Background: an optimization exercise with open tools, aiming at small area, a short achievable clock period and few clock cycles per item. Do not read the settings as production practice. RTL that was checked went through simulation tests only; none was proved equivalent to the original.

==> flow/design.v <==
module HP_FP_Pipelined_Adder (  
	input clk,
	input rst,
	input [15:0] in1,
	input [15:0] in2,
	input enable,
	output reg done,
	output [15:0] sum
);
	function automatic [14:0] skadd14(input [13:0] a, input [13:0] b, input ci);
		reg [13:0] g, p, G, P;
		integer i, l, j;
		begin
			g = a & b; p = a ^ b;
			G = g; P = p;
			G[0] = g[0] | (p[0] & ci);
			for (l = 0; l < 4; l = l + 1)
				for (i = 0; i < 14; i = i + 1)
					if ((i >> l) & 1) begin
						j = ((i >> l) << l) - 1;
						G[i] = G[i] | (P[i] & G[j]);
						P[i] = P[i] & P[j];
					end
			skadd14 = {G[13], p ^ {G[12:0], ci}};
		end
	endfunction
	reg busy;
	reg [18:0] R;
	wire [15:0] x1 = R[15:0];
	wire [15:0] x2 = in2;
	wire [4:0] e1 = x1[14:10];
	wire [4:0] e2 = x2[14:10];
	wire [10:0] ma1 = {|x1[14:0], x1[9:0]};
	wire [10:0] ma2 = {|x2[14:0], x2[9:0]};
	wire [5:0] d12 = {1'b0, e1} - {1'b0, e2};
	wire [4:0] d21 = e2 - e1;
	wire gt = d12[5];                  
	wire eq = (e1 == e2);
	wire [4:0] d = gt ? d21 : d12[4:0];
	wire swap = gt | (eq & (x2[9:0] > x1[9:0]));
	wire [10:0] mb = swap ? ma2 : ma1;
	wire [10:0] msr = swap ? ma1 : ma2;
	wire [4:0] eb = gt ? e2 : e1;
	wire [12:0] ms = {msr, 2'b00} >> d;
	wire sub = x1[15] ^ x2[15];
	wire [14:0] fc = skadd14({1'b0, mb, 2'b00}, {1'b0, ms} ^ {14{sub}}, sub);
	wire [13:0] f = fc[13:0];
	wire sb = swap ? x2[15] : x1[15];
	wire [4:0] er = R[17:13];
	wire [13:0] fr = {R[12:0], 1'b0};
	wire nz = |R[12:0];
	reg [13:0] lim;
	integer k;
	always @(*) for (k = 0; k < 14; k = k + 1) lim[k] = (er == 5'd12 - k);
	wire [13:0] mm = fr | lim;
	reg [3:0] t;
	integer i;
	always @(*) begin
		t = 4'd0;
		for (i = 0; i < 14; i = i + 1)
			if (mm[i]) t = 4'd13 - i[3:0];
	end
	wire [13:0] ns = fr << t;
	wire [4:0] en = nz ? (er + 5'd1 - {1'b0, t}) : 5'd0;
	assign sum = {R[18] & nz, en, ns[12:3]};
	always @(posedge clk) begin
		if (busy) R <= {sb, eb, f[13:1]};
		else if (enable) R[15:0] <= in1;
	end
	always @(posedge clk) begin
		if (rst) begin
			busy <= 1'b0;
			done <= 1'b0;
		end else if (busy) begin
			busy <= 1'b0;
			done <= 1'b1;
		end else if (enable) begin
			busy <= 1'b1;
			done <= 1'b0;
		end
	end
endmodule
export LEC_CHECK = 0
export ABC_AREA = 1
export CAP_MARGIN = 20
export CORE_MARGIN = 2
export CORE_UTILIZATION = 40
export SLEW_MARGIN = 20
create_clock -name core_clock -period 6.0 [get_ports {clk}]
standard.sh (not shown) runs the stock make flow with config.mk's settings and CLKGATE_MAP_FILE= SYNTH_SCRIPT=/design/flow/synth_recipe.tcl, a recipe that flattens the netlist after the stock synthesis.
==> flow/flow/run.sh <==
#!/bin/bash
# Standard layout, but the port buffers use a small fast buffer instead of the
# default delay-buffer cell.
set -euo pipefail
export BUFFER_PORTS_ARGS="-buffer_cell sky130_fd_sc_hd__buf_2"
bash standard.sh > standard.log 2>&1
Testbench counts at the start, summed over its fixed seeds: cycles 6,400, items 3,200.
Edit:
==> flow/design.v (replaced) <==
module HP_FP_Pipelined_Adder (  
	input clk,
	input rst,
	input [15:0] in1,
	input [15:0] in2,
	input enable,
	output reg done,
	output [15:0] sum
);
	reg busy;
	reg [19:0] R;
	wire [15:0] x1 = R[15:0];
	wire [15:0] x2 = in2;
	wire [4:0] e1 = x1[14:10];
	wire [4:0] e2 = x2[14:10];
	wire [10:0] ma1 = {|x1[14:0], x1[9:0]};
	wire [10:0] ma2 = {|x2[14:0], x2[9:0]};
	wire [5:0] d12 = {1'b0, e1} - {1'b0, e2};
	wire [4:0] d21 = e2 - e1;
	wire gt = d12[5];                  
	wire eq = (e1 == e2);
	wire [4:0] d = gt ? d21 : d12[4:0];
	wire [10:0] mb = gt ? ma2 : ma1;
	wire [10:0] msr = gt ? ma1 : ma2;
	wire [4:0] eb = gt ? e2 : e1;
	wire [12:0] ms = {msr, 2'b00} >> d;
	wire sub = x1[15] ^ x2[15];
	wire [13:0] far = sub ? {1'b0, mb, 2'b00} - {1'b0, ms} : {1'b0, mb, 2'b00} + {1'b0, ms};
	wire [11:0] nd = {1'b0, ma2} - {1'b0, ma1};
	wire neg = eq & sub & ~nd[11];
	wire [13:0] f = neg ? {1'b0, nd[10:0], 2'b00} : far;
	wire sb = (gt | neg) ? x2[15] : x1[15];
	wire [4:0] er = R[18:14];
	wire [13:0] fr = R[13:0];
	wire nz = |fr;
	wire [13:0] lim = (er <= 5'd12) ? (14'd1 << (5'd12 - er)) : 14'd0;
	wire [13:0] mm = fr | lim;
	reg [3:0] t;
	integer i;
	always @(*) begin
		t = 4'd0;
		for (i = 0; i < 14; i = i + 1)
			if (mm[i]) t = 4'd13 - i[3:0];
	end
	wire [13:0] ns = fr << t;
	wire [4:0] en = nz ? (er + 5'd1 - {1'b0, t}) : 5'd0;
	assign sum = {R[19] & nz, en, ns[12:3]};
	always @(posedge clk) begin
		if (busy) R <= {sb, eb, f};
		else if (enable) R[15:0] <= in1;
	end
	always @(posedge clk) begin
		if (rst) begin
			busy <= 1'b0;
			done <= 1'b0;
		end else if (busy) begin
			busy <= 1'b0;
			done <= 1'b1;
		end else if (enable) begin
			busy <= 1'b1;
			done <= 1'b0;
		end
	end
endmodule
The new run finished with timing, DRC and antenna clean.
First-iteration DRC count increases by about 60%.
Synthesized area increases by about 30%.
Core utilization decreases by 1.2 points.
Clock skew decreases by 0.0030 ns.
Non-clock buffer count decreases by 4.
Wire length increases by 38%.
Cell area increases by 26%.
Synthesized cell count increases by 34%.
Setup slack gains 0.11 ns.
Sequential cell count increases by 1.
No functional check of the RTL was part of the second run of this note.

[re-timing with driven ports]
In the flow no input, the clock included, has a driving cell. The finished layouts below were timed again as built, in two steps.
Step 1, drivers: a clkbuf_16 drives clk and a buf_2 each remaining input, both assumed.
Step 2 also shifts input and output timing later by t, the mid clock arrival at the registers, as if the neighbouring blocks saw the same clock.
Slacks: ideal / step 1 / step 2; pairs: ideal / step 1.
run	t, ns	slack for setup (ns)	slew at the worst register clock pin (ns)	cell pins on the clock port's net
the first run	0.281	0.490 / 0.494 / 0.213	0.08 / 0.08	1
the second run	0.286	0.603 / 0.612 / 0.325	0.06 / 0.06	1
After both steps setup and hold are still met in every run listed. For the second run, which loses most, drivers alone change the setup slack by +0.009 ns; drivers and shift together by -0.278 ns.
